From an optimization exercise on the open Yosys and OpenROAD flow, aimed at small area; shortcuts taken in it are not production practice. Where RTL was checked, it was by simulation tests only, not by an equivalence proof against the original. Function not checked in run 2: the RTL went through the layout flow alone. No activity file was given, so power comes from the tool's default toggle rates.

## flow/design.v (module list and top-level ports; edited modules follow where they fit)
// module edge_detector: 36 lines
// module clk_div: 18 lines
// module opl3_exp_lut: 265 lines
// module opl3_log_sine_lut: 265 lines
// module ksl_add_rom: 43 lines
// module tremolo: 34 lines
// module vibrato: 27 lines
// module calc_rhythm_phase: 54 lines
// module calc_phase_inc: 45 lines
// module control_operators: 632 lines
// module channels: 189 lines
// module register_file_axi: 143 lines
// module opl3: 121 lines
module opl3 (
    input wire clk,
    input wire rst,
    input wire wr,
    input wire [8:0] addr,
    input wire [7:0] din,
    output logic signed [SAMPLE_WIDTH-1:0] channel_a,
    output logic signed [SAMPLE_WIDTH-1:0] channel_b,
    output logic signed [SAMPLE_WIDTH-1:0] channel_c,
    output logic signed [SAMPLE_WIDTH-1:0] channel_d
);
  // ...
==> flow/flow/run.sh <==
#!/bin/bash
# Layout flow: the standard synthesis, then the combinational logic is
# re-mapped with Yosys's default ABC script (which gives less cell area than
# the ORFS speed/area scripts); every flip-flop instance, its name and cell
# type, is kept as the standard synthesis made it. Then the standard
# layout from floorplan to finish, with clock tree synthesis told to add no
# dummy loads. Each tool's output goes to a log file of its own here.
set -euo pipefail
WORK=$(pwd)
R=$WORK/orfs/results/$FLOW_PLATFORM/opl3/base
LIB=$FLOW_HOME/platforms/$FLOW_PLATFORM/lib/sky130_fd_sc_hd__tt_025C_1v80.lib
YOSYS=$(command -v yosys || echo "$FLOW_HOME/../tools/install/yosys/bin/yosys")

bash standard.sh synth > synth.log 2>&1

DONT_USE=$(grep -o 'sky130_fd_sc_hd__lpflow\w*\|sky130_fd_sc_hd__probe\w*' \
  "$FLOW_HOME/platforms/$FLOW_PLATFORM/config.mk" | sort -u | sed 's/^/-dont_use /' | tr '\n' ' ')
mkdir -p reopt
cp "$R/1_2_yosys.v" reopt/standard_1_2_yosys.v
cat > reopt/reopt.ys <<EOT
read_liberty -ignore_miss_func $LIB
read_verilog $WORK/reopt/standard_1_2_yosys.v
hierarchy -top $FLOW_TOP
blackbox sky130_fd_sc_hd__*df* sky130_fd_sc_hd__*dl*
flatten
opt_clean
techmap
opt -fast
abc -liberty $LIB $DONT_USE
opt_clean -purge
splitnets
opt_clean -purge
hilomap -singleton -hicell sky130_fd_sc_hd__conb_1 HI -locell sky130_fd_sc_hd__conb_1 LO
insbuf -buf sky130_fd_sc_hd__buf_4 A X
opt_clean -purge
stat -liberty $LIB
write_verilog -noattr -nohex -nodec $WORK/reopt/1_2_yosys.v
EOT
"$YOSYS" -l reopt/reopt.log -q reopt/reopt.ys > reopt/yosys_stdout.log 2>&1
# the re-mapped netlist replaces the standard one; make then rebuilds
# 1_synth.odb from it and runs the rest of the flow
cp reopt/1_2_yosys.v "$R/1_2_yosys.v"
touch "$R/1_2_yosys.v"

bash standard.sh \
  CTS_ARGS="-sink_clustering_enable -repair_clock_nets -sink_clustering_size 20 -sink_clustering_max_diameter 100 -dont_use_dummy_load" \
  finish > layout.log 2>&1
==> flow/standard.sh <==
#!/bin/bash
# synth_recipe.tcl (not shown) runs the flow's synth.tcl, then flattens the netlist and writes it again
# the make line also repeats each setting of config.mk as NAME=value (left out here)
make -C /OpenROAD-flow-scripts/flow DESIGN_CONFIG=/design/flow/config.mk WORK_HOME=/design/flow/orfs CLKGATE_MAP_FILE= SYNTH_SCRIPT=/design/flow/synth_recipe.tcl "${@:-finish}"
==> flow/config.mk <==
export PLATFORM = sky130hd
export DESIGN_NAME = opl3
export DESIGN_NICKNAME = opl3
export VERILOG_FILES = /design/flow/design.v
export SDC_FILE = /design/flow/constraint.sdc
export NUM_CORES = 8
export LEC_CHECK = 0
export ABC_AREA = 1
export CAP_MARGIN = 20
export CORE_MARGIN = 2
export CORE_UTILIZATION = 50
export CTS_CLUSTER_DIAMETER = 100
export CTS_CLUSTER_SIZE = 20
export SLEW_MARGIN = 20
==> flow/constraint.sdc <==
create_clock -name core_clock -period 30.0 [get_ports {clk}]
set_input_delay 6.0000 -clock core_clock [delete_from_list [all_inputs] [get_ports {clk}]]
set_output_delay 6.0000 -clock core_clock [all_outputs]
set_load 0.01 [all_outputs]
==> qor.txt, run 1 <==
Levels on crit path: 37
CTS Buffer Depth: 4
# IOs: 84
met1 usage: 0.367
setup TNS: 0 ns
Non-clock buffer share: 0.0192
delay-heaviest family, CP: adder cells
share of layout cells above drive strength 1: 0.0705
worst hold-check path type: reg -> reg
VDD IR-drop max: 56.7 uV
Critical Path RT: 30.84 ns
Fill cells: 30897
relative slew slack: 0.171
Max Used Layer: met5
final worst-path cycle share: 0.465
H-tree depth: 5
GR Layer Usage met3: 0.0391
Hold Path Cell Cnt: 0
largest net degree at the start of global routing: 202
CTS sink count: 6213
remaining antenna violation count: 0
multi-input combinational gate total: 6017
Tapcells: 5220
synth warn: 2368
Critical Path End Type: flop
die height: 633 um
Final clock-cell share: 0.0405
hold endpoint: channels.control_operators.r_out[424]
die area: 400000 um^2
mapped cell area: 198000 um^2
Largest register FFs: 1672
status: complete, no violations
Worst R2R Start: channels.control_operators.state[3]
starting density of the core: 0.503
DRT iter0 DRCs: 14879
busiest grt layer: met2
Tot GR Track Use: 0.268
Met2 Wirelength: 254000 um
commonest non-fill, non-tap cell in the layout: edfxtp_1
CP most frequent cell: maj3_1
maxcap violations: 0
antenna violations before repair: 28
==> module control_operators, before the edit <==
module control_operators (
    input wire clk,
    input wire rst,
    input wire sample_clk_en,
    input wire [REG_CONNECTION_SEL_WIDTH-1:0] connection_sel,
    input wire is_new,
    input wire nts,                      
    input wire [NUM_BANKS-1:0][NUM_CHANNELS_PER_BANK-1:0][REG_FNUM_WIDTH-1:0] fnum,
    input wire [NUM_BANKS-1:0][NUM_OPERATORS_PER_BANK-1:0][REG_MULT_WIDTH-1:0] mult,
    input wire [NUM_BANKS-1:0][NUM_CHANNELS_PER_BANK-1:0][REG_BLOCK_WIDTH-1:0] block,
    input wire [NUM_BANKS-1:0][NUM_OPERATORS_PER_BANK-1:0][REG_WS_WIDTH-1:0] ws,
    input wire [NUM_BANKS-1:0][NUM_OPERATORS_PER_BANK-1:0] vib,
    input wire dvb,
    input wire [NUM_BANKS-1:0][NUM_CHANNELS_PER_BANK-1:0] kon,
    input wire [NUM_BANKS-1:0][NUM_OPERATORS_PER_BANK-1:0][REG_ENV_WIDTH-1:0] ar,  
    input wire [NUM_BANKS-1:0][NUM_OPERATORS_PER_BANK-1:0][REG_ENV_WIDTH-1:0] dr,  
    input wire [NUM_BANKS-1:0][NUM_OPERATORS_PER_BANK-1:0][REG_ENV_WIDTH-1:0] sl,  
    input wire [NUM_BANKS-1:0][NUM_OPERATORS_PER_BANK-1:0][REG_ENV_WIDTH-1:0] rr,  
    input wire [NUM_BANKS-1:0][NUM_OPERATORS_PER_BANK-1:0][REG_TL_WIDTH-1:0] tl,   
    input wire [NUM_BANKS-1:0][NUM_OPERATORS_PER_BANK-1:0] ksr,                     
    input wire [NUM_BANKS-1:0][NUM_OPERATORS_PER_BANK-1:0][REG_KSL_WIDTH-1:0] ksl,  
    input wire [NUM_BANKS-1:0][NUM_OPERATORS_PER_BANK-1:0] egt,                      
    input wire [NUM_BANKS-1:0][NUM_OPERATORS_PER_BANK-1:0] am,                       
    input wire dam,                              
    input wire ryt,
    input wire bd,
    input wire sd,
    input wire tom,
    input wire tc,
    input wire hh,
    input wire [NUM_BANKS-1:0][NUM_CHANNELS_PER_BANK-1:0][REG_FB_WIDTH-1:0] fb,
    input wire [NUM_BANKS-1:0][NUM_CHANNELS_PER_BANK-1:0] cnt,
    input wire mix_bank,
    input wire [3:0] mix_channel,
    output logic [OP_OUT_WIDTH-1:0] mix_p,
    output logic [OP_OUT_WIDTH-1:0] mix_q,
    output logic [OP_OUT_WIDTH-1:0] mix_r,
    output logic [OP_OUT_WIDTH-1:0] mix_s
);
    localparam OPERATOR_PIPELINE_DELAY = 7;
    localparam NUM_OPERATOR_UPDATE_STATES = NUM_BANKS*NUM_OPERATORS_PER_BANK + 1;  
    localparam RING = NUM_BANKS*NUM_OPERATORS_PER_BANK;
    localparam SILENCE = 511;
    localparam COUNTER_WIDTH = 15;
    typedef enum logic [1:0] {
        ATTACK    = 2'd0,
        DECAY     = 2'd1,
        SUSTAIN   = 2'd2,
        RELEASE   = 2'd3
    } env_state_t;
    logic [$clog2(OPERATOR_PIPELINE_DELAY)-1:0] delay_counter;
    logic [$clog2(NUM_OPERATOR_UPDATE_STATES)-1:0] state;
    logic [$clog2(NUM_OPERATOR_UPDATE_STATES)-1:0] next_state;
    logic [$clog2(NUM_BANKS)-1:0] bank_num;
    logic [$clog2(NUM_OPERATORS_PER_BANK)-1:0] op_num;
    logic idle;
    logic sce;       
    logic sce_d1;    
    logic sce_d2;    
    logic latch_out;
    always_ff @(posedge clk)
        if (rst)
            state <= 0;
        else
            state <= next_state;
    always_comb
        if (state == 0)
            next_state = sample_clk_en ? 1 : 0;
        else if (delay_counter == OPERATOR_PIPELINE_DELAY - 1)
            if (state == NUM_OPERATOR_UPDATE_STATES - 1)
                next_state = 0;
            else
                next_state = state + 1;
        else
            next_state = state;
    always_ff @(posedge clk)
        if (rst || next_state != state)
            delay_counter <= 0;
        else if (delay_counter == OPERATOR_PIPELINE_DELAY - 1)
            delay_counter <= 0;
        else
            delay_counter <= delay_counter + 1;
    always_comb bank_num = state > NUM_OPERATORS_PER_BANK;
    always_comb
        if (state == 0)
            op_num = 0;
        else if (state > NUM_OPERATORS_PER_BANK)
            op_num = state - NUM_OPERATORS_PER_BANK - 1;
        else
            op_num = state - 1;
    always_comb idle = state == 0;
    logic [RING-1:0] op_sel;
    always_comb
        for (int k = 0; k < RING; k++)
            op_sel[k] = state == k + 1 || (k == 0 && state == 0);
    always_comb sce = state != 0 && delay_counter == 0;
    always_ff @(posedge clk) begin
        sce_d1 <= sce;
        sce_d2 <= sce_d1;
    end
    always_comb latch_out = delay_counter == OPERATOR_PIPELINE_DELAY - 1;
    logic [NUM_BANKS-1:0][NUM_OPERATORS_PER_BANK-1:0] use_feedback;
    logic [NUM_BANKS-1:0][NUM_OPERATORS_PER_BANK-1:0] mod_zero;   
    logic [NUM_BANKS-1:0][NUM_OPERATORS_PER_BANK-1:0][2:0] op_type_tmp;
    always_comb begin
        for (int b = 0; b < NUM_BANKS; b++) begin
            for (int j = 0; j < NUM_OPERATORS_PER_BANK; j++) begin
                op_type_tmp[b][j] = OP_NORMAL;
                use_feedback[b][j] = 0;
                mod_zero[b][j] = 1;
            end
            for (int c = 0; c < 3; c++) begin
                use_feedback[b][c] = 1;
                mod_zero[b][c+3] = cnt[b][c];
                if (connection_sel[3*b+c]) begin
                    mod_zero[b][c+6] = !cnt[b][c] && cnt[b][c+3];
                    mod_zero[b][c+9] = cnt[b][c] && cnt[b][c+3];
                end
                else begin
                    use_feedback[b][c+6] = 1;
                    mod_zero[b][c+9] = cnt[b][c+3];
                end
            end
            use_feedback[b][12] = 1;
            mod_zero[b][15] = cnt[b][6];
            if (b == 0) begin
                use_feedback[b][13] = ryt ? 0 : 1;
                use_feedback[b][14] = ryt ? 0 : 1;
                mod_zero[b][16] = cnt[b][7] || ryt;
                mod_zero[b][17] = cnt[b][8] || ryt;
                op_type_tmp[b][12] = ryt ? OP_BASS_DRUM : OP_NORMAL;
                op_type_tmp[b][15] = ryt ? OP_BASS_DRUM : OP_NORMAL;
                op_type_tmp[b][13] = ryt ? OP_HI_HAT : OP_NORMAL;
                op_type_tmp[b][16] = ryt ? OP_SNARE_DRUM : OP_NORMAL;
                op_type_tmp[b][14] = ryt ? OP_TOM_TOM : OP_NORMAL;
                op_type_tmp[b][17] = ryt ? OP_TOP_CYMBAL : OP_NORMAL;
            end
            else begin
                use_feedback[b][13] = 1;
                use_feedback[b][14] = 1;
                mod_zero[b][16] = cnt[b][7];
                mod_zero[b][17] = cnt[b][8];
            end
        end
    end
    logic [REG_FNUM_WIDTH-1:0] fnum_cur;
    logic [REG_MULT_WIDTH-1:0] mult_cur;
    logic [REG_BLOCK_WIDTH-1:0] block_cur;
    logic [REG_WS_WIDTH-1:0] ws_cur;
    logic vib_cur;
    logic [REG_ENV_WIDTH-1:0] ar_cur, dr_cur, sl_cur, rr_cur;
    logic [REG_TL_WIDTH-1:0] tl_cur;
    logic ksr_cur;
    logic [REG_KSL_WIDTH-1:0] ksl_cur;
    logic egt_cur, am_cur, kon_cur, use_feedback_cur, mod_zero_cur;
    logic [REG_FB_WIDTH-1:0] fb_cur;
    logic [2:0] op_type;
    logic [2*NUM_CHANNELS_PER_BANK-1:0] chan_sel;
    always_comb
        for (int b = 0; b < NUM_BANKS; b++)
            for (int c = 0; c < 3; c++) begin
                chan_sel[9*b+c] = op_sel[18*b+c] || op_sel[18*b+c+3] ||
                 (connection_sel[3*b+c] && (op_sel[18*b+c+6] || op_sel[18*b+c+9]));
                chan_sel[9*b+c+3] = !connection_sel[3*b+c] && (op_sel[18*b+c+6] || op_sel[18*b+c+9]);
                chan_sel[9*b+c+6] = op_sel[18*b+c+12] || op_sel[18*b+c+15];
            end
    always_comb begin
        fnum_cur = '0; block_cur = '0; kon_cur = '0; fb_cur = '0;
        for (int b = 0; b < NUM_BANKS; b++)
            for (int c = 0; c < NUM_CHANNELS_PER_BANK; c++) begin
                fnum_cur = fnum_cur | (fnum[b][c] & {REG_FNUM_WIDTH{chan_sel[9*b+c]}});
                block_cur = block_cur | (block[b][c] & {REG_BLOCK_WIDTH{chan_sel[9*b+c]}});
                kon_cur = kon_cur | (kon[b][c] & chan_sel[9*b+c]);
                fb_cur = fb_cur | (fb[b][c] & {REG_FB_WIDTH{chan_sel[9*b+c]}});
            end
    end
    always_comb begin
        mult_cur = '0; ws_cur = '0; vib_cur = '0;
        ar_cur = '0; dr_cur = '0; sl_cur = '0; rr_cur = '0; tl_cur = '0; ksr_cur = '0;
        ksl_cur = '0; egt_cur = '0; am_cur = '0; use_feedback_cur = '0;
        mod_zero_cur = '0; op_type = '0;
        for (int bi = 0; bi < NUM_BANKS; bi++)
            for (int oi = 0; oi < NUM_OPERATORS_PER_BANK; oi++) begin
                mult_cur = mult_cur | (mult[bi][oi] & {REG_MULT_WIDTH{op_sel[18*bi+oi]}});
                ws_cur = ws_cur | (ws[bi][oi] & {REG_WS_WIDTH{op_sel[18*bi+oi]}});
                vib_cur = vib_cur | (vib[bi][oi] & {1{op_sel[18*bi+oi]}});
                ar_cur = ar_cur | (ar[bi][oi] & {REG_ENV_WIDTH{op_sel[18*bi+oi]}});
                dr_cur = dr_cur | (dr[bi][oi] & {REG_ENV_WIDTH{op_sel[18*bi+oi]}});
                sl_cur = sl_cur | (sl[bi][oi] & {REG_ENV_WIDTH{op_sel[18*bi+oi]}});
                rr_cur = rr_cur | (rr[bi][oi] & {REG_ENV_WIDTH{op_sel[18*bi+oi]}});
                tl_cur = tl_cur | (tl[bi][oi] & {REG_TL_WIDTH{op_sel[18*bi+oi]}});
                ksr_cur = ksr_cur | (ksr[bi][oi] & {1{op_sel[18*bi+oi]}});
                ksl_cur = ksl_cur | (ksl[bi][oi] & {REG_KSL_WIDTH{op_sel[18*bi+oi]}});
                egt_cur = egt_cur | (egt[bi][oi] & {1{op_sel[18*bi+oi]}});
                am_cur = am_cur | (am[bi][oi] & {1{op_sel[18*bi+oi]}});
                use_feedback_cur = use_feedback_cur | (use_feedback[bi][oi] & {1{op_sel[18*bi+oi]}});
                mod_zero_cur = mod_zero_cur | (mod_zero[bi][oi] & {1{op_sel[18*bi+oi]}});
                op_type = op_type | (op_type_tmp[bi][oi] & {3{op_sel[18*bi+oi]}});
            end
    end
    logic [RING-1:0] r_kon0, r_kon1;                         
    logic [RING-1:0][1:0] r_state;                           
    logic [RING-1:0][ENV_WIDTH-1:0] r_env;                   
    logic [RING-1:0][COUNTER_WIDTH-1:0] r_cnt;               
    logic [RING-1:0][PHASE_ACC_WIDTH-1:0] r_phase;           
    logic [RING-1:0] r_fpmsb;                                
    logic [RING-1:0][OP_OUT_WIDTH-1:0] r_out;                
    logic [OP_OUT_WIDTH-1:0] out_00;
    logic [OP_OUT_WIDTH-1:0] fb_prev_00;
    logic [ENV_WIDTH-1:0] env_int_00;
    logic [PHASE_ACC_WIDTH-1:0] fp_00;
    wire bd_on_pulse, sd_on_pulse, tom_on_pulse, tc_on_pulse, hh_on_pulse;
    logic rhythm_kon_pulse;
    edge_detector #(.EDGE_LEVEL(1), .CLK_DLY(1)) bd_edge_detect (
        .clk, .rst, .clk_en(op_type == OP_BASS_DRUM && sce), .in(bd), .edge_detected(bd_on_pulse));
    edge_detector #(.EDGE_LEVEL(1), .CLK_DLY(1)) sd_edge_detect (
        .clk, .rst, .clk_en(op_type == OP_SNARE_DRUM && sce), .in(sd), .edge_detected(sd_on_pulse));
    edge_detector #(.EDGE_LEVEL(1), .CLK_DLY(1)) tom_edge_detect (
        .clk, .rst, .clk_en(op_type == OP_TOM_TOM && sce), .in(tom), .edge_detected(tom_on_pulse));
    edge_detector #(.EDGE_LEVEL(1), .CLK_DLY(1)) tc_edge_detect (
        .clk, .rst, .clk_en(op_type == OP_TOP_CYMBAL && sce), .in(tc), .edge_detected(tc_on_pulse));
    edge_detector #(.EDGE_LEVEL(1), .CLK_DLY(1)) hh_edge_detect (
        .clk, .rst, .clk_en(op_type == OP_HI_HAT && sce), .in(hh), .edge_detected(hh_on_pulse));
    always_comb rhythm_kon_pulse =
     (op_type == OP_BASS_DRUM && bd_on_pulse) ||
     (op_type == OP_SNARE_DRUM && sd_on_pulse) ||
     (op_type == OP_TOM_TOM && tom_on_pulse) ||
     (op_type == OP_TOP_CYMBAL && tc_on_pulse) ||
     (op_type == OP_HI_HAT && hh_on_pulse);
    logic [5:0] koff_r0, koff_r1;
    genvar gk;
    generate
    for (gk = 0; gk < 6; gk++) begin : rko
        always_ff @(posedge clk)
            if (rst) begin
                koff_r0[gk] <= 0;
                koff_r1[gk] <= 0;
            end
            else if (bank_num == 0 && op_num == gk + 12 && sce && op_type == OP_NORMAL) begin
                koff_r0[gk] <= kon_cur;
                koff_r1[gk] <= koff_r0[gk];
            end
    end
    endgenerate
    logic rhythm_op;
    logic koff_rhythm_pulse;
    always_comb begin
        rhythm_op = bank_num == 0 && op_num >= 12;
        koff_rhythm_pulse = 0;
        for (int k = 0; k < 6; k++)
            if (op_num == k + 12)
                koff_rhythm_pulse = !koff_r0[k] && koff_r1[k];
    end
    logic [2:0] key_on_pulse;    
    logic [2:0] key_off_pulse;
    always_comb
        for (int d = 0; d < 3; d++) begin
            key_on_pulse[d] = (r_kon0[d] && !r_kon1[d]) || rhythm_kon_pulse;
            key_off_pulse[d] = rhythm_op ? koff_rhythm_pulse : !r_kon0[d] && r_kon1[d];
        end
    env_state_t env_next_state;
    always_comb
        unique case (r_state[0])
        ATTACK: env_next_state = r_env[0] == 0 ? DECAY : ATTACK;
        DECAY: env_next_state = (r_env[0] >> 4) >= sl_cur ? SUSTAIN : DECAY;
        SUSTAIN: env_next_state = !egt_cur ? RELEASE : SUSTAIN;
        RELEASE: env_next_state = RELEASE;
        endcase
    function automatic [REG_ENV_WIDTH-1:0] req_rate(input [1:0] st);
        unique case (st)
        ATTACK: req_rate = ar_cur;
        DECAY: req_rate = dr_cur;
        SUSTAIN: req_rate = 0;
        RELEASE: req_rate = rr_cur;
        endcase
    endfunction
    logic [ENV_RATE_COUNTER_OVERFLOW_WIDTH-1:0] rate_tmp0;
    logic [ENV_RATE_COUNTER_OVERFLOW_WIDTH-1:0] rate_tmp1;
    logic [ENV_RATE_COUNTER_OVERFLOW_WIDTH-1:0] rate_tmp2;
    always_comb rate_tmp0 = nts ? fnum_cur[8] : fnum_cur[9];
    always_comb rate_tmp1 = rate_tmp0 | (block_cur << 1);
    always_comb rate_tmp2 = ksr_cur ? rate_tmp1 : rate_tmp1 >> 2;
    function automatic [17:0] rate_inc(input [REG_ENV_WIDTH-1:0] requested_rate);
        logic [ENV_RATE_COUNTER_OVERFLOW_WIDTH-1:0] effective_rate;
        logic [ENV_RATE_COUNTER_OVERFLOW_WIDTH-1:0] requested_rate_shifted;
        logic [ENV_RATE_COUNTER_OVERFLOW_WIDTH-1:0] rate_value;
        logic [1:0] rof;
        requested_rate_shifted = requested_rate << 2;
        if (rate_tmp2 + requested_rate_shifted > 60)
            effective_rate = 60;
        else
            effective_rate = rate_tmp2 + requested_rate_shifted;
        rate_value = effective_rate >> 2;
        rof = effective_rate[1:0];
        rate_inc = (4 | rof) << rate_value;
    endfunction
    logic [REG_ENV_WIDTH-1:0] requested_rate_sel;
    logic [17:0] overflow_tmp;
    logic [ENV_RATE_COUNTER_OVERFLOW_WIDTH-1:0] rate_counter_overflow;
    always_comb begin
        requested_rate_sel = req_rate(sce_d1 ? r_state[1] : r_state[2]);
        overflow_tmp = (sce_d1 ? r_cnt[1] : r_cnt[2]) + rate_inc(requested_rate_sel);
        rate_counter_overflow = overflow_tmp >> 15;
    end
    logic [ENV_WIDTH-1:0] env_int_cur;
    logic [ENV_WIDTH-1:0] env_int_new;
    always_comb begin
        env_int_cur = r_env[2];
        env_int_new = env_int_cur;
        if (r_state[2] == ATTACK && rate_counter_overflow != 0 && env_int_cur != 0)
            env_int_new = env_int_cur - (((env_int_cur*rate_counter_overflow) >> 3) + 1);
        else if (r_state[2] == DECAY || r_state[2] == RELEASE)
            if (env_int_cur + rate_counter_overflow > SILENCE)
                env_int_new = SILENCE;
            else
                env_int_new = env_int_cur + rate_counter_overflow;
    end
    logic [ENV_WIDTH-1:0] env_int_slot;
    always_ff @(posedge clk)
        if (sce_d2)
            env_int_slot <= env_int_new;
    logic [ENV_WIDTH-1:0] env_int_dp;
    always_comb env_int_dp = idle ? env_int_00 : env_int_slot;
    wire [7:0] ksl_add;
    wire [AM_VAL_WIDTH-1:0] am_val;
    ksl_add_rom ksl_add_rom (
        .clk,
        .fnum(fnum_cur),
        .block(block_cur),
        .ksl(ksl_cur),
        .ksl_add
    );
    tremolo tremolo (
        .clk,
        .rst,
        .sample_clk_en(sce),
        .bank_num,
        .op_num,
        .dam,
        .am_val
    );
    logic signed [ENV_WIDTH+1:0] env_tmp;  
    logic [ENV_WIDTH-1:0] env;
    always_comb
        if (am_cur)
            env_tmp = env_int_dp + (tl_cur << 2) + ksl_add + am_val;
        else
            env_tmp = env_int_dp + (tl_cur << 2) + ksl_add;
    always_ff @(posedge clk)
        if (env_tmp < 0)
            env <= 0;
        else if (env_tmp > SILENCE)
            env <= SILENCE;
        else
            env <= env_tmp;
    wire [PHASE_ACC_WIDTH-1:0] phase_inc;
    calc_phase_inc calc_phase_inc (
        .clk,
        .rst,
        .sample_clk_en(sce),
        .bank_num,
        .op_num,
        .fnum(fnum_cur),
        .mult(mult_cur),
        .block(block_cur),
        .vib(vib_cur),
        .dvb,
        .env,
        .phase_inc
    );
    logic is_00;
    always_comb is_00 = bank_num == 0 && op_num == 0;
    logic [1:0][OP_OUT_WIDTH-1:0] feedback_cur;
    always_comb begin
        feedback_cur[0] = is_00 ? out_00 : r_out[2];
        feedback_cur[1] = is_00 ? fb_prev_00 : fb_queue[0];
    end
    logic signed [OP_OUT_WIDTH-1:0] feedback_result;
    logic signed [OP_OUT_WIDTH+1+2**REG_FB_WIDTH-1:0] feedback_result_p0;
    always_comb
        if (fb_cur == 0)
            feedback_result_p0 = 0;
        else
            feedback_result_p0 = (($signed(feedback_cur[0]) +
             $signed(feedback_cur[1])) <<< fb_cur);
    always_comb feedback_result = feedback_result_p0 >>> 9;
    logic [OP_OUT_WIDTH-1:0] modulation_in;
    logic [OP_OUT_WIDTH-1:0] modulation;
    always_comb modulation_in = mod_zero_cur ? '0 : r_out[23];
    always_comb modulation = use_feedback_cur ? feedback_result : modulation_in;
    localparam LOG_SIN_OUT_WIDTH = 12;
    localparam EXP_OUT_WIDTH = 10;
    localparam LOG_SIN_PLUS_GAIN_WIDTH = 13;
    logic [REG_WS_WIDTH-1:0] ws_post_opl;
    always_comb ws_post_opl = ws_cur & (is_new ? 'h7 : 'h3);
    wire [PHASE_ACC_WIDTH-1:0] rhythm_phase;
    calc_rhythm_phase calc_rhythm_phase (
        .clk,
        .rst,
        .sample_clk_en(sce),
        .bank_num,
        .op_num,
        .phase_acc_cur(r_phase[2]),
        .phase_acc_0_17(r_phase[10]),
        .phase_acc_0_13(r_phase[30]),
        .op_type,
        .rhythm_phase
    );
    logic [PHASE_ACC_WIDTH-1:0] phase_acc_new;
    logic [PHASE_ACC_WIDTH-1:0] final_phase_new;
    always_comb
        if (key_on_pulse[2]) begin
            phase_acc_new = 0;
            final_phase_new = 0;
        end
        else if (ws_post_opl == 4 || ws_post_opl == 5) begin
            phase_acc_new = r_phase[2] + (phase_inc << 1);
            final_phase_new = rhythm_phase + (phase_inc << 1) + (modulation << 10);
        end
        else begin
            phase_acc_new = r_phase[2] + phase_inc;
            final_phase_new = rhythm_phase + phase_inc + (modulation << 10);
        end
    logic [PHASE_ACC_WIDTH-1:0] fp_slot;
    always_ff @(posedge clk)
        if (sce_d2)
            fp_slot <= final_phase_new;
    logic [PHASE_ACC_WIDTH-1:0] final_phase_cur;
    always_comb
        if (idle)
            final_phase_cur = fp_00;
        else if (sce)
            final_phase_cur = {r_fpmsb[0], fp_slot[PHASE_ACC_WIDTH-2:0]};
        else if (sce_d1)
            final_phase_cur = {r_fpmsb[1], fp_slot[PHASE_ACC_WIDTH-2:0]};
        else if (sce_d2)
            final_phase_cur = {r_fpmsb[2], fp_slot[PHASE_ACC_WIDTH-2:0]};
        else
            final_phase_cur = fp_slot;
    logic is_odd_period;
    logic final_phase_msb_r0;
    always_ff @(posedge clk)
        if (rst) begin
            final_phase_msb_r0 <= 0;
            is_odd_period <= 0;
        end
        else begin
            final_phase_msb_r0 <= final_phase_cur[19];
            if (!final_phase_cur[19] && final_phase_msb_r0)
                is_odd_period <= !is_odd_period;
        end
    wire [LOG_SIN_OUT_WIDTH-1:0] log_sin_out;
    logic [LOG_SIN_PLUS_GAIN_WIDTH-1:0] log_sin_plus_gain;
    wire [EXP_OUT_WIDTH-1:0] exp_out;
    logic [OP_OUT_WIDTH-1:0] tmp_out0;
    logic signed [OP_OUT_WIDTH-1:0] tmp_out1;
    logic signed [OP_OUT_WIDTH-1:0] tmp_out2;
    logic signed [OP_OUT_WIDTH-1:0] tmp_ws2;
    logic signed [OP_OUT_WIDTH-1:0] tmp_ws4;
    logic [LOG_SIN_OUT_WIDTH-1:0] tmp_ws7;
    logic signed [OP_OUT_WIDTH-1:0] out;
    always_comb tmp_ws2 = tmp_out1 < 0 ? ~tmp_out1 : tmp_out1;
    always_comb tmp_ws4 = is_odd_period ? tmp_out1 : 0;
    opl3_log_sine_lut log_sine_lut_inst (
        .theta(final_phase_cur[18] ? ~final_phase_cur[17:10]
         : final_phase_cur[17:10]),
        .out(log_sin_out),
        .clk
    );
    always_comb
        unique case (final_phase_cur[19:18])
        0: tmp_ws7[11] = 0;
        1: tmp_ws7[11] = 1;
        2: tmp_ws7[11] = 1;
        3: tmp_ws7[11] = 0;
        endcase
    always_comb tmp_ws7[10:0] = final_phase_cur[19] ?
     ~final_phase_cur[17:10] << 3 : final_phase_cur[17:10] << 3;
    always_comb log_sin_plus_gain = (ws_post_opl == 7 ? tmp_ws7 : log_sin_out) + (env << 3);
    opl3_exp_lut exp_lut_inst (
        .in(~log_sin_plus_gain[7:0]),
        .out(exp_out),
        .clk
    );
    always_comb tmp_out0 = (2**10 + exp_out) << 1;
    always_comb
        if (final_phase_cur[19])
            tmp_out1 = ~(tmp_out0 >> log_sin_plus_gain[LOG_SIN_PLUS_GAIN_WIDTH-1:8]);
        else
            tmp_out1 = tmp_out0 >> log_sin_plus_gain[LOG_SIN_PLUS_GAIN_WIDTH-1:8];
    always_comb
        unique case (ws_post_opl)
        0: tmp_out2 = tmp_out1;
        1: tmp_out2 = tmp_out1 < 0 ? 0 : tmp_out1;
        2: tmp_out2 = tmp_ws2;
        3: tmp_out2 = final_phase_cur[PHASE_ACC_WIDTH-2] ? 0 : tmp_ws2;
        4: tmp_out2 = tmp_ws4;
        5: tmp_out2 = tmp_ws4 < 0 ? ~tmp_ws4 : tmp_ws4;
        6: tmp_out2 = tmp_out1 > 0 ? 2**(OP_OUT_WIDTH-1) - 1 : -2**(OP_OUT_WIDTH-1);
        7: tmp_out2 = tmp_out1;
        endcase
    always_ff @(posedge clk)
        unique case (op_type)
        OP_NORMAL:    out <= tmp_out2;
        OP_BASS_DRUM: out <= tmp_out2;
        default:      out <= tmp_out2 << 1;
        endcase
    logic w1_kon0, w1_kon1;
    logic [1:0] w1_state, w2_state;
    logic [COUNTER_WIDTH-1:0] w2_cnt;
    always_comb begin
        w1_kon0 = r_kon0[0];
        w1_kon1 = r_kon1[0];
        w1_state = r_state[0];
        if (sce) begin
            w1_kon0 = kon_cur;
            w1_kon1 = r_kon0[0];
            if (key_on_pulse[0])
                w1_state = ATTACK;
            else if (key_off_pulse[0])
                w1_state = RELEASE;
            else
                w1_state = env_next_state;
        end
        w2_state = r_state[1];
        w2_cnt = r_cnt[1];
        if (sce_d1) begin
            if (key_on_pulse[1])
                w2_state = ATTACK;
            else if (key_off_pulse[1])
                w2_state = RELEASE;
            if (requested_rate_sel != 0)
                w2_cnt = overflow_tmp[COUNTER_WIDTH-1:0];
        end
    end
    always_ff @(posedge clk) begin
        for (int p = 1; p < RING; p++) begin
            r_kon0[p] <= r_kon0[p-1];
            r_kon1[p] <= r_kon1[p-1];
            r_state[p] <= r_state[p-1];
            r_env[p] <= r_env[p-1];
            r_cnt[p] <= r_cnt[p-1];
            r_phase[p] <= r_phase[p-1];
            r_fpmsb[p] <= r_fpmsb[p-1];
            r_out[p] <= r_out[p-1];
        end
        r_kon0[0] <= r_kon0[RING-1];
        r_kon1[0] <= r_kon1[RING-1];
        r_state[0] <= r_state[RING-1];
        r_env[0] <= r_env[RING-1];
        r_cnt[0] <= r_cnt[RING-1];
        r_phase[0] <= r_phase[RING-1];
        r_fpmsb[0] <= r_fpmsb[RING-1];
        r_out[0] <= r_out[RING-1];
        r_kon0[1] <= w1_kon0;
        r_kon1[1] <= w1_kon1;
        r_state[1] <= w1_state;
        if (!rst) begin
            r_state[2] <= w2_state;
            r_cnt[2] <= w2_cnt;
            if (sce_d2) begin
                r_env[3] <= env_int_new;
                r_phase[3] <= phase_acc_new;
                r_fpmsb[3] <= final_phase_new[PHASE_ACC_WIDTH-1];
            end
            if (!idle && latch_out) begin
                r_out[7] <= out;
            end
        end
        for (int p = 1; p < RING; p += 12)
            if (rst) begin
                r_kon0[p] <= 0;
                r_kon1[p] <= 0;
                r_state[p] <= RELEASE;
                r_env[p] <= SILENCE;
                r_cnt[p] <= 0;
                r_phase[p] <= 0;
                r_fpmsb[p] <= 0;
                r_out[p] <= 0;
            end
    end
    localparam FB_OPS = 17;
    logic [FB_OPS-1:0][OP_OUT_WIDTH-1:0] fb_queue;
    logic fb_shift;
    always_comb fb_shift = !idle && latch_out && !is_00 &&
     (op_num < 3 || (op_num >= 6 && op_num < 9) || (op_num >= 12 && op_num < 15));
    always_ff @(posedge clk)
        for (int i = 0; i < FB_OPS; i++)
            if (rst && (i == FB_OPS-1 || i == FB_OPS/2))
                fb_queue[i] <= '0;
            else if (rst || fb_shift)
                fb_queue[i] <= i == FB_OPS-1 ? r_out[6] : fb_queue[i+1];
    always_ff @(posedge clk)
        if (rst) begin
            out_00 <= 0;
            fb_prev_00 <= 0;
            env_int_00 <= SILENCE;
            fp_00 <= 0;
        end
        else begin
            if (is_00 && latch_out) begin
                out_00 <= out;
                fb_prev_00 <= out_00;
            end
            if (is_00 && sce_d2) begin
                env_int_00 <= env_int_new;
                fp_00 <= final_phase_new;
            end
        end
    function automatic integer rpos(input integer c, input integer b, input integer j);
        rpos = ((c - 1 - 7*(18*b + j)) % RING + RING) % RING;
    endfunction
    logic [17:0] mix_sel;
    always_comb
        for (int c = 0; c < 18; c++)
            mix_sel[c] = {mix_bank, mix_channel} == {c / 9 == 1, 4'(c % 9)};
    always_comb begin
        mix_p = '0; mix_q = '0; mix_r = '0; mix_s = '0;
        for (int b = 0; b < NUM_BANKS; b++)
            for (int c = 0; c < 9; c++) begin
                if (b == 0 && c == 0)
                    mix_p = mix_p | (out_00 & {OP_OUT_WIDTH{mix_sel[9*b+c]}});
                else
                    mix_p = mix_p | (r_out[rpos(9*b+c, b, c < 3 ? c : c < 6 ? c + 3 : c + 6)] & {OP_OUT_WIDTH{mix_sel[9*b+c]}});
                mix_q = mix_q | (r_out[rpos(9*b+c, b, c < 3 ? c + 3 : c < 6 ? c + 6 : c + 9)] & {OP_OUT_WIDTH{mix_sel[9*b+c]}});
                if (c < 3) begin
                    mix_r = mix_r | (r_out[rpos(9*b+c, b, c + 6)] & {OP_OUT_WIDTH{mix_sel[9*b+c]}});
                    mix_s = mix_s | (r_out[rpos(9*b+c, b, c + 9)] & {OP_OUT_WIDTH{mix_sel[9*b+c]}});
                end
            end
    end
endmodule
==> module opl3, before the edit <==
module opl3 (
    input wire clk,
    input wire rst,
    input wire wr,
    input wire [8:0] addr,
    input wire [7:0] din,
    output logic signed [SAMPLE_WIDTH-1:0] channel_a,
    output logic signed [SAMPLE_WIDTH-1:0] channel_b,
    output logic signed [SAMPLE_WIDTH-1:0] channel_c,
    output logic signed [SAMPLE_WIDTH-1:0] channel_d
);
    logic [511:0][7:0] slv8_reg;
    function automatic [7:0] reg_mask(input integer a);
        integer bank;
        integer off;
        begin
            bank = a / 256;
            off = a % 256;
            reg_mask = 8'h00;
            if (bank == 0 && off == 'h08)
                reg_mask = 8'h40;
            if (bank == 0 && off == 'hBD)
                reg_mask = 8'hFF;
            if (bank == 1 && off == 'h04)
                reg_mask = 8'h3F;
            if (bank == 1 && off == 'h05)
                reg_mask = 8'h01;
            if ((off % 8) < 6 && (off & 'h1F) < 'h16) begin
                if (off >= 'h20 && off < 'h36)
                    reg_mask = 8'hFF;
                if (off >= 'h40 && off < 'h56)
                    reg_mask = 8'hFF;
                if (off >= 'h60 && off < 'h76)
                    reg_mask = 8'hFF;
                if (off >= 'h80 && off < 'h96)
                    reg_mask = 8'hFF;
                if (off >= 'hE0 && off < 'hF6)
                    reg_mask = 8'h07;
            end
            if (off >= 'hA0 && off < 'hA9)
                reg_mask = 8'hFF;
            if (off >= 'hB0 && off < 'hB9)
                reg_mask = 8'h3F;
            if (off >= 'hC0 && off < 'hC9)
                reg_mask = 8'hFF;
        end
    endfunction
    logic [31:0] wr_grp;
    logic [15:0] wr_idx;
    logic [7:0] wr_data;
    always_comb begin
        wr_grp = '0;
        wr_idx = '0;
        for (int g = 0; g < 32; g++)
            if (addr[8:4] == g)
                wr_grp[g] = wr;
        for (int x = 0; x < 16; x++)
            if (addr[3:0] == x)
                wr_idx[x] = 1'b1;
        wr_data = rst ? 8'h00 : din;
    end
    genvar ra, rb;
    generate
    for (ra = 0; ra < 512; ra++) begin : reg_byte
        wire wr_en = rst || (wr_grp[ra / 16] && wr_idx[ra % 16]);
        for (rb = 0; rb < 8; rb++) begin : reg_bit
            if (reg_mask(ra) & (8'h01 << rb)) begin : stored
                always_ff @(posedge clk)
                    if (wr_en)
                        slv8_reg[ra][rb] <= wr_data[rb];
            end
            else begin : unused
                assign slv8_reg[ra][rb] = 1'b0;
            end
        end
    end
    endgenerate
    logic sample_clk_en;
    logic [REG_TIMER_WIDTH-1:0] timer1;
    logic [REG_TIMER_WIDTH-1:0] timer2;
    logic irq_rst;
    logic mt1;
    logic mt2;
    logic st1;
    logic st2;
    logic [REG_CONNECTION_SEL_WIDTH-1:0] connection_sel;
    logic is_new;
    logic nts;
    logic [1:0][8:0][REG_FNUM_WIDTH-1:0] fnum;
    logic [1:0][17:0][REG_MULT_WIDTH-1:0] mult;
    logic [1:0][8:0][REG_BLOCK_WIDTH-1:0] block;
    logic [1:0][17:0][REG_WS_WIDTH-1:0] ws;
    logic [1:0][17:0] vib;
    logic dvb;
    logic [1:0][8:0] kon;
    logic [1:0][17:0][REG_ENV_WIDTH-1:0] ar;
    logic [1:0][17:0][REG_ENV_WIDTH-1:0] dr;
    logic [1:0][17:0][REG_ENV_WIDTH-1:0] sl;
    logic [1:0][17:0][REG_ENV_WIDTH-1:0] rr;
    logic [1:0][17:0][REG_TL_WIDTH-1:0] tl;
    logic [1:0][17:0] ksr;
    logic [1:0][17:0][REG_KSL_WIDTH-1:0] ksl;
    logic [1:0][17:0] egt;
    logic [1:0][17:0] am;
    logic dam;
    logic ryt;
    logic bd;
    logic sd;
    logic tom;
    logic tc;
    logic hh;
    logic [1:0][8:0] cha;
    logic [1:0][8:0] chb;
    logic [1:0][8:0] chc;
    logic [1:0][8:0] chd;
    logic [1:0][8:0][REG_FB_WIDTH-1:0] fb;
    logic [1:0][8:0] cnt;
    clk_div sample_clk_gen (.clk(clk), .rst(rst), .clk_en(sample_clk_en));
    register_file_axi register_file_axi (.*);
    channels channels (.*);
endmodule
==> run 2: changes to the inputs <==
--- a/flow/design.v
+++ b/flow/design.v
@@ -866,23 +866,12 @@
     input wire rst,
     input wire sample_clk_en,
+    input wire [511:0][7:0] slv8_reg,       
     input wire [REG_CONNECTION_SEL_WIDTH-1:0] connection_sel,
     input wire is_new,
     input wire nts,                      
     input wire [NUM_BANKS-1:0][NUM_CHANNELS_PER_BANK-1:0][REG_FNUM_WIDTH-1:0] fnum,
-    input wire [NUM_BANKS-1:0][NUM_OPERATORS_PER_BANK-1:0][REG_MULT_WIDTH-1:0] mult,
     input wire [NUM_BANKS-1:0][NUM_CHANNELS_PER_BANK-1:0][REG_BLOCK_WIDTH-1:0] block,
-    input wire [NUM_BANKS-1:0][NUM_OPERATORS_PER_BANK-1:0][REG_WS_WIDTH-1:0] ws,
-    input wire [NUM_BANKS-1:0][NUM_OPERATORS_PER_BANK-1:0] vib,
     input wire dvb,
     input wire [NUM_BANKS-1:0][NUM_CHANNELS_PER_BANK-1:0] kon,
-    input wire [NUM_BANKS-1:0][NUM_OPERATORS_PER_BANK-1:0][REG_ENV_WIDTH-1:0] ar,  
-    input wire [NUM_BANKS-1:0][NUM_OPERATORS_PER_BANK-1:0][REG_ENV_WIDTH-1:0] dr,  
-    input wire [NUM_BANKS-1:0][NUM_OPERATORS_PER_BANK-1:0][REG_ENV_WIDTH-1:0] sl,  
-    input wire [NUM_BANKS-1:0][NUM_OPERATORS_PER_BANK-1:0][REG_ENV_WIDTH-1:0] rr,  
-    input wire [NUM_BANKS-1:0][NUM_OPERATORS_PER_BANK-1:0][REG_TL_WIDTH-1:0] tl,   
-    input wire [NUM_BANKS-1:0][NUM_OPERATORS_PER_BANK-1:0] ksr,                     
-    input wire [NUM_BANKS-1:0][NUM_OPERATORS_PER_BANK-1:0][REG_KSL_WIDTH-1:0] ksl,  
-    input wire [NUM_BANKS-1:0][NUM_OPERATORS_PER_BANK-1:0] egt,                      
-    input wire [NUM_BANKS-1:0][NUM_OPERATORS_PER_BANK-1:0] am,                       
     input wire dam,                              
     input wire ryt,
@@ -1039,27 +1028,67 @@
     end
     always_comb begin
-        mult_cur = '0; ws_cur = '0; vib_cur = '0;
-        ar_cur = '0; dr_cur = '0; sl_cur = '0; rr_cur = '0; tl_cur = '0; ksr_cur = '0;
-        ksl_cur = '0; egt_cur = '0; am_cur = '0; use_feedback_cur = '0;
-        mod_zero_cur = '0; op_type = '0;
+        use_feedback_cur = '0; mod_zero_cur = '0; op_type = '0;
         for (int bi = 0; bi < NUM_BANKS; bi++)
             for (int oi = 0; oi < NUM_OPERATORS_PER_BANK; oi++) begin
-                mult_cur = mult_cur | (mult[bi][oi] & {REG_MULT_WIDTH{op_sel[18*bi+oi]}});
-                ws_cur = ws_cur | (ws[bi][oi] & {REG_WS_WIDTH{op_sel[18*bi+oi]}});
-                vib_cur = vib_cur | (vib[bi][oi] & {1{op_sel[18*bi+oi]}});
-                ar_cur = ar_cur | (ar[bi][oi] & {REG_ENV_WIDTH{op_sel[18*bi+oi]}});
-                dr_cur = dr_cur | (dr[bi][oi] & {REG_ENV_WIDTH{op_sel[18*bi+oi]}});
-                sl_cur = sl_cur | (sl[bi][oi] & {REG_ENV_WIDTH{op_sel[18*bi+oi]}});
-                rr_cur = rr_cur | (rr[bi][oi] & {REG_ENV_WIDTH{op_sel[18*bi+oi]}});
-                tl_cur = tl_cur | (tl[bi][oi] & {REG_TL_WIDTH{op_sel[18*bi+oi]}});
-                ksr_cur = ksr_cur | (ksr[bi][oi] & {1{op_sel[18*bi+oi]}});
-                ksl_cur = ksl_cur | (ksl[bi][oi] & {REG_KSL_WIDTH{op_sel[18*bi+oi]}});
-                egt_cur = egt_cur | (egt[bi][oi] & {1{op_sel[18*bi+oi]}});
-                am_cur = am_cur | (am[bi][oi] & {1{op_sel[18*bi+oi]}});
-                use_feedback_cur = use_feedback_cur | (use_feedback[bi][oi] & {1{op_sel[18*bi+oi]}});
-                mod_zero_cur = mod_zero_cur | (mod_zero[bi][oi] & {1{op_sel[18*bi+oi]}});
+                use_feedback_cur = use_feedback_cur | (use_feedback[bi][oi] & op_sel[18*bi+oi]);
+                mod_zero_cur = mod_zero_cur | (mod_zero[bi][oi] & op_sel[18*bi+oi]);
                 op_type = op_type | (op_type_tmp[bi][oi] & {3{op_sel[18*bi+oi]}});
             end
     end
+    localparam PARAM_WIDTH = 35;
+    logic [RING-1:0][PARAM_WIDTH-1:0] r_par;
+    function automatic integer op_reg_offset(input integer j);
+        op_reg_offset = j < 6 ? j : j < 12 ? j + 2 : j + 4;
+    endfunction
+    function automatic [PARAM_WIDTH-1:0] op_params(input integer k);
+        integer a;
+        a = 256*(k / NUM_OPERATORS_PER_BANK) + op_reg_offset(k % NUM_OPERATORS_PER_BANK);
+        op_params = {slv8_reg['h20+a], slv8_reg['h40+a], slv8_reg['h60+a],
+                     slv8_reg['h80+a], slv8_reg['hE0+a][REG_WS_WIDTH-1:0]};
+    endfunction
+    always_ff @(posedge clk)
+        for (int k = 0; k < RING; k++)
+            if (sample_clk_en || rst)
+                r_par[((-7*k) % RING + RING) % RING] <= op_params(k);
+            else
+                r_par[((-7*k) % RING + RING) % RING] <= r_par[((-1 - 7*k) % RING + RING) % RING];
+    function automatic [REG_MULT_WIDTH-1:0] p_mult(input [PARAM_WIDTH-1:0] p); p_mult = p[30:27]; endfunction
+    function automatic p_am(input [PARAM_WIDTH-1:0] p); p_am = p[34]; endfunction
+    function automatic p_vib(input [PARAM_WIDTH-1:0] p); p_vib = p[33]; endfunction
+    function automatic p_egt(input [PARAM_WIDTH-1:0] p); p_egt = p[32]; endfunction
+    function automatic p_ksr(input [PARAM_WIDTH-1:0] p); p_ksr = p[31]; endfunction
+    function automatic [REG_KSL_WIDTH-1:0] p_ksl(input [PARAM_WIDTH-1:0] p); p_ksl = p[26:25]; endfunction
+    function automatic [REG_TL_WIDTH-1:0] p_tl(input [PARAM_WIDTH-1:0] p); p_tl = p[24:19]; endfunction
+    function automatic [REG_ENV_WIDTH-1:0] p_ar(input [PARAM_WIDTH-1:0] p); p_ar = p[18:15]; endfunction
+    function automatic [REG_ENV_WIDTH-1:0] p_dr(input [PARAM_WIDTH-1:0] p); p_dr = p[14:11]; endfunction
+    function automatic [REG_ENV_WIDTH-1:0] p_sl(input [PARAM_WIDTH-1:0] p); p_sl = p[10:7]; endfunction
+    function automatic [REG_ENV_WIDTH-1:0] p_rr(input [PARAM_WIDTH-1:0] p); p_rr = p[6:3]; endfunction
+    function automatic [REG_WS_WIDTH-1:0] p_ws(input [PARAM_WIDTH-1:0] p); p_ws = p[2:0]; endfunction
+    logic [REG_TL_WIDTH-1:0] tl_00;
+    logic [REG_KSL_WIDTH-1:0] ksl_00;
+    logic am_00;
+    logic [REG_WS_WIDTH-1:0] ws_00;
+    always_ff @(posedge clk)
+        if (sample_clk_en || rst) begin
+            tl_00 <= p_tl(op_params(0));
+            ksl_00 <= p_ksl(op_params(0));
+            am_00 <= p_am(op_params(0));
+            ws_00 <= p_ws(op_params(0));
+        end
+    always_comb begin
+        sl_cur = p_sl(r_par[0]);
+        egt_cur = p_egt(r_par[0]);
+        ar_cur = sce_d1 ? p_ar(r_par[1]) : p_ar(r_par[2]);
+        dr_cur = sce_d1 ? p_dr(r_par[1]) : p_dr(r_par[2]);
+        rr_cur = sce_d1 ? p_rr(r_par[1]) : p_rr(r_par[2]);
+        ksr_cur = sce_d1 ? p_ksr(r_par[1]) : p_ksr(r_par[2]);
+        mult_cur = p_mult(r_par[1]);
+        vib_cur = p_vib(r_par[2]);
+        ksl_cur = idle ? ksl_00 : delay_counter == 2 ? p_ksl(r_par[2]) : p_ksl(r_par[3]);
+        tl_cur = idle ? tl_00 : delay_counter == 3 ? p_tl(r_par[3]) : p_tl(r_par[4]);
+        am_cur = idle ? am_00 : delay_counter == 3 ? p_am(r_par[3]) : p_am(r_par[4]);
+        ws_cur = idle ? ws_00 : delay_counter == 2 ? p_ws(r_par[2]) :
+         delay_counter == 4 ? p_ws(r_par[4]) : p_ws(r_par[5]);
+    end
     logic [RING-1:0] r_kon0, r_kon1;                         
     logic [RING-1:0][1:0] r_state;                           
@@ -1472,5 +1501,5 @@
         end
     function automatic integer rpos(input integer c, input integer b, input integer j);
-        rpos = ((c - 1 - 7*(18*b + j)) % RING + RING) % RING;
+        rpos = ((4*c - 1 - 7*(18*b + j)) % RING + RING) % RING;
     endfunction
     logic [17:0] mix_sel;
@@ -1502,23 +1531,12 @@
     input wire rst,
     input wire sample_clk_en,
+    input wire [511:0][7:0] slv8_reg,
     input wire [REG_CONNECTION_SEL_WIDTH-1:0] connection_sel,
     input wire is_new,
     input wire nts,                      
     input wire [2-1:0][9-1:0][REG_FNUM_WIDTH-1:0] fnum,
-    input wire [2-1:0][18-1:0][REG_MULT_WIDTH-1:0] mult,
     input wire [2-1:0][9-1:0][REG_BLOCK_WIDTH-1:0] block,
-    input wire [2-1:0][18-1:0][REG_WS_WIDTH-1:0] ws,
-    input wire [2-1:0][18-1:0] vib,
     input wire dvb,
     input wire [2-1:0][9-1:0] kon,  
-    input wire [2-1:0][18-1:0][REG_ENV_WIDTH-1:0] ar,  
-    input wire [2-1:0][18-1:0][REG_ENV_WIDTH-1:0] dr,  
-    input wire [2-1:0][18-1:0][REG_ENV_WIDTH-1:0] sl,  
-    input wire [2-1:0][18-1:0][REG_ENV_WIDTH-1:0] rr,  
-    input wire [2-1:0][18-1:0][REG_TL_WIDTH-1:0] tl,   
-    input wire [2-1:0][18-1:0] ksr,                     
-    input wire [2-1:0][18-1:0][REG_KSL_WIDTH-1:0] ksl,  
-    input wire [2-1:0][18-1:0] egt,                      
-    input wire [2-1:0][18-1:0] am,                       
     input wire dam,                              
     input wire ryt,
@@ -1543,32 +1561,28 @@
     logic signed [CHANNEL_ACCUMULATOR_WIDTH-1:0] channel_c_acc_pre_clamp;
     logic signed [CHANNEL_ACCUMULATOR_WIDTH-1:0] channel_d_acc_pre_clamp;
-    logic signed [CHANNEL_ACCUMULATOR_WIDTH-1:0] p_a, p_b, p_c, p_d;
-    logic calc;       
-    logic [3:0] channel;
-    logic bank;
+    localparam MIX_CYCLES = 4*2*NUM_CHANNELS_PER_BANK;
+    logic mix_active;
+    logic [6:0] mix_cnt;         
+    logic mix_take;
+    logic [4:0] mix_idx;         
     logic [3:0] nchannel;
     logic nbank;
-    always_comb begin
-        if (rst || !calc || channel == 8)
-            nchannel = 0;
-        else
-            nchannel = channel + 1;
-        if (rst || !calc)
-            nbank = 0;
-        else if (channel == 8)
-            nbank = 1;
-        else
-            nbank = bank;
-    end
     always_ff @(posedge clk)
         if (rst)
-            calc <= 0;
-        else if (!calc)
-            calc <= sample_clk_en;
-        else if (bank == 1 && channel == 8)
-            calc <= 0;
-    always_ff @(posedge clk) begin
-        channel <= nchannel;
-        bank <= nbank;
+            mix_active <= 0;
+        else if (sample_clk_en)
+            mix_active <= 1;
+        else if (mix_cnt == MIX_CYCLES - 1)
+            mix_active <= 0;
+    always_ff @(posedge clk)
+        if (sample_clk_en || !mix_active)
+            mix_cnt <= 0;
+        else
+            mix_cnt <= mix_cnt + 1;
+    always_comb begin
+        mix_take = sample_clk_en || (mix_active && mix_cnt[1:0] == 3 && mix_cnt != MIX_CYCLES - 1);
+        mix_idx = sample_clk_en ? 5'd0 : 5'(mix_cnt[6:2] + 1);
+        nbank = mix_idx >= NUM_CHANNELS_PER_BANK;
+        nchannel = nbank ? 4'(mix_idx - NUM_CHANNELS_PER_BANK) : 4'(mix_idx);
     end
     logic [OP_OUT_WIDTH-1:0] op_p, op_q, op_r, op_s;
@@ -1629,29 +1643,30 @@
     logic signed [CHANNEL_ACCUMULATOR_WIDTH-1:0] p_val;
     logic [3:0] p_en;
+    always_ff @(posedge clk)
+        if (mix_take) begin
+            p_val <= chan_val;
+            p_en <= {chdb[nchannel] || all_out, chcb[nchannel] || all_out,
+                     chbb[nchannel] || all_out, chab[nchannel] || all_out};
+        end
+    logic signed [3:0][CHANNEL_ACCUMULATOR_WIDTH-1:0] acc;
+    logic signed [CHANNEL_ACCUMULATOR_WIDTH-1:0] acc_in;
+    logic signed [CHANNEL_ACCUMULATOR_WIDTH-1:0] addend;
+    always_comb begin
+        addend = mix_active && p_en[mix_cnt[1:0]] ? p_val : '0;
+        acc_in = (mix_active && mix_cnt < 4 ? '0 : acc[3]) + addend;
+    end
     always_ff @(posedge clk) begin
-        p_val <= chan_val;
-        p_en <= {chdb[nchannel] || all_out, chcb[nchannel] || all_out,
-                 chbb[nchannel] || all_out, chab[nchannel] || all_out};
+        acc[0] <= rst ? '0 : acc_in;
+        acc[1] <= acc[0];
+        acc[2] <= acc[1];
+        acc[3] <= acc[2];
     end
     always_comb begin
-        p_a = p_en[0] ? p_val : '0;
-        p_b = p_en[1] ? p_val : '0;
-        p_c = p_en[2] ? p_val : '0;
-        p_d = p_en[3] ? p_val : '0;
+        channel_a_acc_pre_clamp = acc[2];
+        channel_b_acc_pre_clamp = acc[1];
+        channel_c_acc_pre_clamp = acc[0];
+        channel_d_acc_pre_clamp = acc[3];
     end
     always_ff @(posedge clk)
-        if (sample_clk_en || rst) begin
-            channel_a_acc_pre_clamp <= 0;
-            channel_b_acc_pre_clamp <= 0;
-            channel_c_acc_pre_clamp <= 0;
-            channel_d_acc_pre_clamp <= 0;
-        end
-        else if (calc) begin
-            channel_a_acc_pre_clamp <= channel_a_acc_pre_clamp + p_a;
-            channel_b_acc_pre_clamp <= channel_b_acc_pre_clamp + p_b;
-            channel_c_acc_pre_clamp <= channel_c_acc_pre_clamp + p_c;
-            channel_d_acc_pre_clamp <= channel_d_acc_pre_clamp + p_d;
-        end
-    always_ff @(posedge clk)
         if (rst) begin
             channel_a <= 0;
@@ -1710,19 +1725,7 @@
     output logic nts,                      
     output logic [2-1:0][9-1:0][REG_FNUM_WIDTH-1:0] fnum,
-    output logic [2-1:0][18-1:0][REG_MULT_WIDTH-1:0] mult,
     output logic [2-1:0][9-1:0][REG_BLOCK_WIDTH-1:0] block,
-    output logic [2-1:0][18-1:0][REG_WS_WIDTH-1:0] ws,
-    output logic [2-1:0][18-1:0] vib,
     output logic dvb,
     output logic [2-1:0][9-1:0] kon,  
-    output logic [2-1:0][18-1:0][REG_ENV_WIDTH-1:0] ar,  
-    output logic [2-1:0][18-1:0][REG_ENV_WIDTH-1:0] dr,  
-    output logic [2-1:0][18-1:0][REG_ENV_WIDTH-1:0] sl,  
-    output logic [2-1:0][18-1:0][REG_ENV_WIDTH-1:0] rr,  
-    output logic [2-1:0][18-1:0][REG_TL_WIDTH-1:0] tl,   
-    output logic [2-1:0][18-1:0] ksr,                     
-    output logic [2-1:0][18-1:0][REG_KSL_WIDTH-1:0] ksl,  
-    output logic [2-1:0][18-1:0] egt,                      
-    output logic [2-1:0][18-1:0] am,                       
     output logic dam,                              
     output logic ryt,
@@ -1765,55 +1768,4 @@
     generate
     for (bank = 0; bank < 2; bank++) begin : rname001
-        for (i = 0; i < 6; i++) begin  : rname002
-            always_ff @(posedge clk)
-                if (sample_clk_en || rst) begin
-                    am[bank][i]   <= slv8_reg['h20+i+bank*BANK2_OFFSET][7];
-                    vib[bank][i]  <= slv8_reg['h20+i+bank*BANK2_OFFSET][6];
-                    egt[bank][i]  <= slv8_reg['h20+i+bank*BANK2_OFFSET][5];
-                    ksr[bank][i]  <= slv8_reg['h20+i+bank*BANK2_OFFSET][4];
-                    mult[bank][i] <= slv8_reg['h20+i+bank*BANK2_OFFSET][3:0];
-                    ksl[bank][i] <= slv8_reg['h40+i+bank*BANK2_OFFSET][7:6];
-                    tl[bank][i]  <= slv8_reg['h40+i+bank*BANK2_OFFSET][5:0];
-                    ar[bank][i] <= slv8_reg['h60+i+bank*BANK2_OFFSET][7:4];
-                    dr[bank][i] <= slv8_reg['h60+i+bank*BANK2_OFFSET][3:0]; 
-                    sl[bank][i] <= slv8_reg['h80+i+bank*BANK2_OFFSET][7:4];
-                    rr[bank][i] <= slv8_reg['h80+i+bank*BANK2_OFFSET][3:0];
-                    ws[bank][i] <= slv8_reg['hE0+i+bank*BANK2_OFFSET][2:0];                   
-                end
-					end
-        for (i = 8; i < 14; i++) begin : rname003
-            always_ff @(posedge clk)
-                if (sample_clk_en || rst) begin               
-                    am[bank][i-2]   <= slv8_reg['h20+i+bank*BANK2_OFFSET][7];
-                    vib[bank][i-2]  <= slv8_reg['h20+i+bank*BANK2_OFFSET][6];
-                    egt[bank][i-2]  <= slv8_reg['h20+i+bank*BANK2_OFFSET][5];
-                    ksr[bank][i-2]  <= slv8_reg['h20+i+bank*BANK2_OFFSET][4];
-                    mult[bank][i-2] <= slv8_reg['h20+i+bank*BANK2_OFFSET][3:0];
-                    ksl[bank][i-2] <= slv8_reg['h40+i+bank*BANK2_OFFSET][7:6];
-                    tl[bank][i-2]  <= slv8_reg['h40+i+bank*BANK2_OFFSET][5:0];
-                    ar[bank][i-2] <= slv8_reg['h60+i+bank*BANK2_OFFSET][7:4];
-                    dr[bank][i-2] <= slv8_reg['h60+i+bank*BANK2_OFFSET][3:0];
-                    sl[bank][i-2] <= slv8_reg['h80+i+bank*BANK2_OFFSET][7:4];
-                    rr[bank][i-2] <= slv8_reg['h80+i+bank*BANK2_OFFSET][3:0];                      
-                    ws[bank][i-2] <= slv8_reg['hE0+i+bank*BANK2_OFFSET][2:0];                 
-                end
-					end
-        for (i = 16; i < 22; i++) begin : rname004
-            always_ff @(posedge clk)
-                if (sample_clk_en || rst) begin                        
-                    am[bank][i-4]   <= slv8_reg['h20+i+bank*BANK2_OFFSET][7];
-                    vib[bank][i-4]  <= slv8_reg['h20+i+bank*BANK2_OFFSET][6];
-                    egt[bank][i-4]  <= slv8_reg['h20+i+bank*BANK2_OFFSET][5];
-                    ksr[bank][i-4]  <= slv8_reg['h20+i+bank*BANK2_OFFSET][4];
-                    mult[bank][i-4] <= slv8_reg['h20+i+bank*BANK2_OFFSET][3:0];
-                    ksl[bank][i-4] <= slv8_reg['h40+i+bank*BANK2_OFFSET][7:6];
-                    tl[bank][i-4]  <= slv8_reg['h40+i+bank*BANK2_OFFSET][5:0];
-                    ar[bank][i-4] <= slv8_reg['h60+i+bank*BANK2_OFFSET][7:4];
-                    dr[bank][i-4] <= slv8_reg['h60+i+bank*BANK2_OFFSET][3:0];
-                    sl[bank][i-4] <= slv8_reg['h80+i+bank*BANK2_OFFSET][7:4];
-                    rr[bank][i-4] <= slv8_reg['h80+i+bank*BANK2_OFFSET][3:0];
-                    ws[bank][i-4] <= slv8_reg['hE0+i+bank*BANK2_OFFSET][2:0];                 
-                end
-					end
         for (i = 0; i < 9; i++) begin : rname005
             always_ff @(posedge clk)
@@ -1927,19 +1879,7 @@
     logic nts;
     logic [1:0][8:0][REG_FNUM_WIDTH-1:0] fnum;
-    logic [1:0][17:0][REG_MULT_WIDTH-1:0] mult;
     logic [1:0][8:0][REG_BLOCK_WIDTH-1:0] block;
-    logic [1:0][17:0][REG_WS_WIDTH-1:0] ws;
-    logic [1:0][17:0] vib;
     logic dvb;
     logic [1:0][8:0] kon;
-    logic [1:0][17:0][REG_ENV_WIDTH-1:0] ar;
-    logic [1:0][17:0][REG_ENV_WIDTH-1:0] dr;
-    logic [1:0][17:0][REG_ENV_WIDTH-1:0] sl;
-    logic [1:0][17:0][REG_ENV_WIDTH-1:0] rr;
-    logic [1:0][17:0][REG_TL_WIDTH-1:0] tl;
-    logic [1:0][17:0] ksr;
-    logic [1:0][17:0][REG_KSL_WIDTH-1:0] ksl;
-    logic [1:0][17:0] egt;
-    logic [1:0][17:0] am;
     logic dam;
     logic ryt;
--- a/flow/flow/run.sh
+++ b/flow/flow/run.sh
@@ -5,5 +5,6 @@
 # type, is kept as the standard synthesis made it. Then the standard
 # layout from floorplan to finish, with clock tree synthesis told to add no
-# dummy loads. Each tool's output goes to a log file of its own here.
+# dummy loads and with smaller clock buffers (clkbuf_8) driving clusters of at
+# most 15 flip-flops. Each tool's output goes to a log file of its own here.
 set -euo pipefail
 WORK=$(pwd)
@@ -32,5 +33,4 @@
 opt_clean -purge
 hilomap -singleton -hicell sky130_fd_sc_hd__conb_1 HI -locell sky130_fd_sc_hd__conb_1 LO
-insbuf -buf sky130_fd_sc_hd__buf_4 A X
 opt_clean -purge
 stat -liberty $LIB
@@ -44,4 +44,4 @@
 
 bash standard.sh \
-  CTS_ARGS="-sink_clustering_enable -repair_clock_nets -sink_clustering_size 20 -sink_clustering_max_diameter 100 -dont_use_dummy_load" \
+  CTS_ARGS="-sink_clustering_enable -repair_clock_nets -sink_clustering_size 15 -sink_clustering_max_diameter 100 -buf_list sky130_fd_sc_hd__clkbuf_8 -dont_use_dummy_load" \
   finish > layout.log 2>&1
--- a/flow/config.mk
+++ b/flow/config.mk
@@ -10,5 +10,3 @@
 export CORE_MARGIN = 2
 export CORE_UTILIZATION = 50
-export CTS_CLUSTER_DIAMETER = 100
-export CTS_CLUSTER_SIZE = 20
 export SLEW_MARGIN = 20
==> run 2 against run 1 <==
Compared with the run above:
- still clean on timing, DRC and antenna
- worst hold slack got worse by 0.034 ns
- combinational power up 16%
- cell count rose by 14%
- utilization down 0.93 points
- setup slack better by 0.74 ns
- largest power group unchanged
==> qor.txt, run 2 <==
status: complete, no violations
minimum clock period: 13.20 ns
drt first pass iters: 10
Core Box Area: 383000 um^2
worst-margin pin slew: 1.16 ns
clk_skew: 0.137 ns
drt wl/cell: 20.4 um
routability cong.: 0.883
Largest register FFs: 1672 (unchanged)
chip width: 624 um
max-slew violation count: 0
largest net degree at the start of global routing: 231 (+14%)
crit start category: flop
total CTS buffers: 457
VDD IR-drop max: 49.4 uV (-13%)
die height: 624 um (-1.4%)
Tot GR Track Use: 0.215 (-0.0527)
DRC: 0
starting density of the core: 0.502 (-0.000622)
f_max: 0.0758 GHz
Setup-failing EPs final: 0
Area Growth Syn to Fin: 8.40%
CP arrival: 14.10 ns
Post-Route Utilization: 0.544
DP Cell Count: 20512
post-cts sizing count: 0
Buf+Inv Stages, Crit Path: 3
Crit Path Class: reg -> reg
RSZ-0062 raised after global routing: false
share of layout cells above drive strength 1: 0.0513 (-0.0191)
CTS sink count: 6227 (+0.23%)
count of port buffers added during placement: 83
Critical Path RT: 30.90 ns (+0.06 ns)
# IOs: 84 (unchanged)
CTS tree: done
Post-Syn Instances: 15104
GRT overflow: 0
Post-CTS Setup Bufs: 0
vias per inst: 5.28
maxcap violations: 0 (unchanged)
Fin. Hold Viols: 0
H-tree depth: 5 (unchanged)
die area: 389000 um^2 (-2.8%)
design area: 208000 um^2
DP HPWL: 261000 um
syn nets: 15124
synth warn: 2368 (unchanged)
Clock Tree Root: clkbuf_8
antenna violations before repair: 20 (-29%)
Finished Layout Cells: 20979
Std-Cell Rows: 227
power per cell area: 68.4 nW/um^2
max incr delay on CP: 0.91 ns
worst hold-check path type: reg -> reg
via count: 110740
mapped cell area: 192000 um^2 (-2.8%)
Worst-path clk slew: 0.10 ns
first-pass GRT wire length: 650000 um
remaining antenna violation count: 0 (unchanged)
final WL: 428000 um
CP max-delay cell: a2111oi_2
nets@finish: 15955
later-pin clock latency in the skew report: 1.20 ns
critical path fanouts, max: 47
Critical Path End Type: flop
relative slew slack: 0.229 (+0.0580)
final hold slack: 0.235 ns
placed cell areas: 202000 um^2
delay-heaviest family, CP: compound AO/OA/AOI/OAI gates
commonest non-fill, non-tap cell in the layout: nand2_1
setup TNS: 0 ns (unchanged)
DRT iter0 DRCs: 10961 (-26%)
Leakage: 80.6 nW
most frequent cells in the layout: nand2_1 (4663), dfxtp_1 (3893), edfxtp_1 (2333)
CTS Buffer Depth: 4 (unchanged)
CTS Hold Buffers Added: 0
Syn Area/Cell: 12.7 um^2
final worst-path cycle share: 0.440 (-0.0248)
number of global-route vias before repair: 106256
==> run 2: layout make-up <==
class,instances,area (um^2)
Antenna cell,8,20.0
Inverter,111,432
Timing Repair Buffer,373,3120
Fill cell,32330,174000
Clock buffer,457,6290
Tap cell,5038,6300
Sequential cell,6227,148000
Multi-Input combinational cell,8765,44100
==> run 2: final timing paths <==
kind,startpoint,endpoint,slack [ns],depth (start not counted)
setup reg to reg,channels.control_operators.state[2],channels.control_operators.env_int_slot[7],16.80,34
setup / recovery,channels.control_operators.state[2],channels.control_operators.env_int_slot[7],16.80,34
hold / removal,channels.control_operators.r_cnt[502],channels.control_operators.r_cnt[517],0.24,0
hold reg to reg,channels.control_operators.r_cnt[502],channels.control_operators.r_cnt[517],0.24,0
==> run 2: report_power, final <==
| group | total (W) | internal [W] | switching, W |
|---|---|---|---|
| registers | 0.00941 | 0.00925 | 0.000162 |
| logic | 0.00105 | 0.000345 | 0.000709 |
| clock network | 0.00379 | 0.00136 | 0.00243 |
| total | 0.0143 | 0.0110 | 0.00330 |
==> run 2: layer usage <==
layer,vias to the layer above,routed length (um),GRT usage
met5,-,126,0
met2,3074,194000,0.344
met3,764,24900,0.0301
met4,20,12700,0.0635
li1,53576,-,-
met1,53306,196000,0.307
==> run 2: worst register-to-register path: cells and delay by family (launching register included) <==
| kind | cells | cell delay, ns |
|---|---|---|
| flip-flops | 1 | 0.56 |
| buffers and inverters | 3 | 0.70 |
| adder cells (fa/ha/maj) | 1 | 0.43 |
| AO/OA/AOI/OAI | 19 | 6.44 |
| XOR/XNOR | 2 | 1.34 |
| AND/OR/NAND/NOR | 9 | 3.49 |
==> run 2: through the flow <==
| stage | total power, W | worst slack (ns) |
|---|---|---|
| floorplan | 0.0103 | -36.46 |
| global placement | 0.0107 | 16.84 |
| detailed placement | 0.0107 | 16.97 |
| CTS | 0.0144 | 16.89 |
| global route | 0.0148 | 15.59 |
| finish | 0.0143 | 16.80 |

[port drivers added, routing unchanged]
How much do the figures lean on ideal ports? The routed layouts below were timed once more, with nothing changed but the port constraints. Step 1 sets driving cells, clkbuf_16 on the clock port and buf_2 on the other inputs (assumed; they add their load-dependent delay and slew). Step 2, shift: input delay + t, output delay - t, t = (earliest + latest rising clock arrival at the registers) / 2. This alone moves slack from input paths to output paths. a / b / c = no drivers / after step 1 / after step 2; a / b = the first two.
| run | shift t [ns] | setup WS [ns] |
|---|---|---|
| run 1 | 1.071 | 16.057 / 16.059 / 15.048 |
| run 2 | 1.238 | 16.801 / 16.801 / 16.801 |
After both steps every run listed still meets setup and hold.
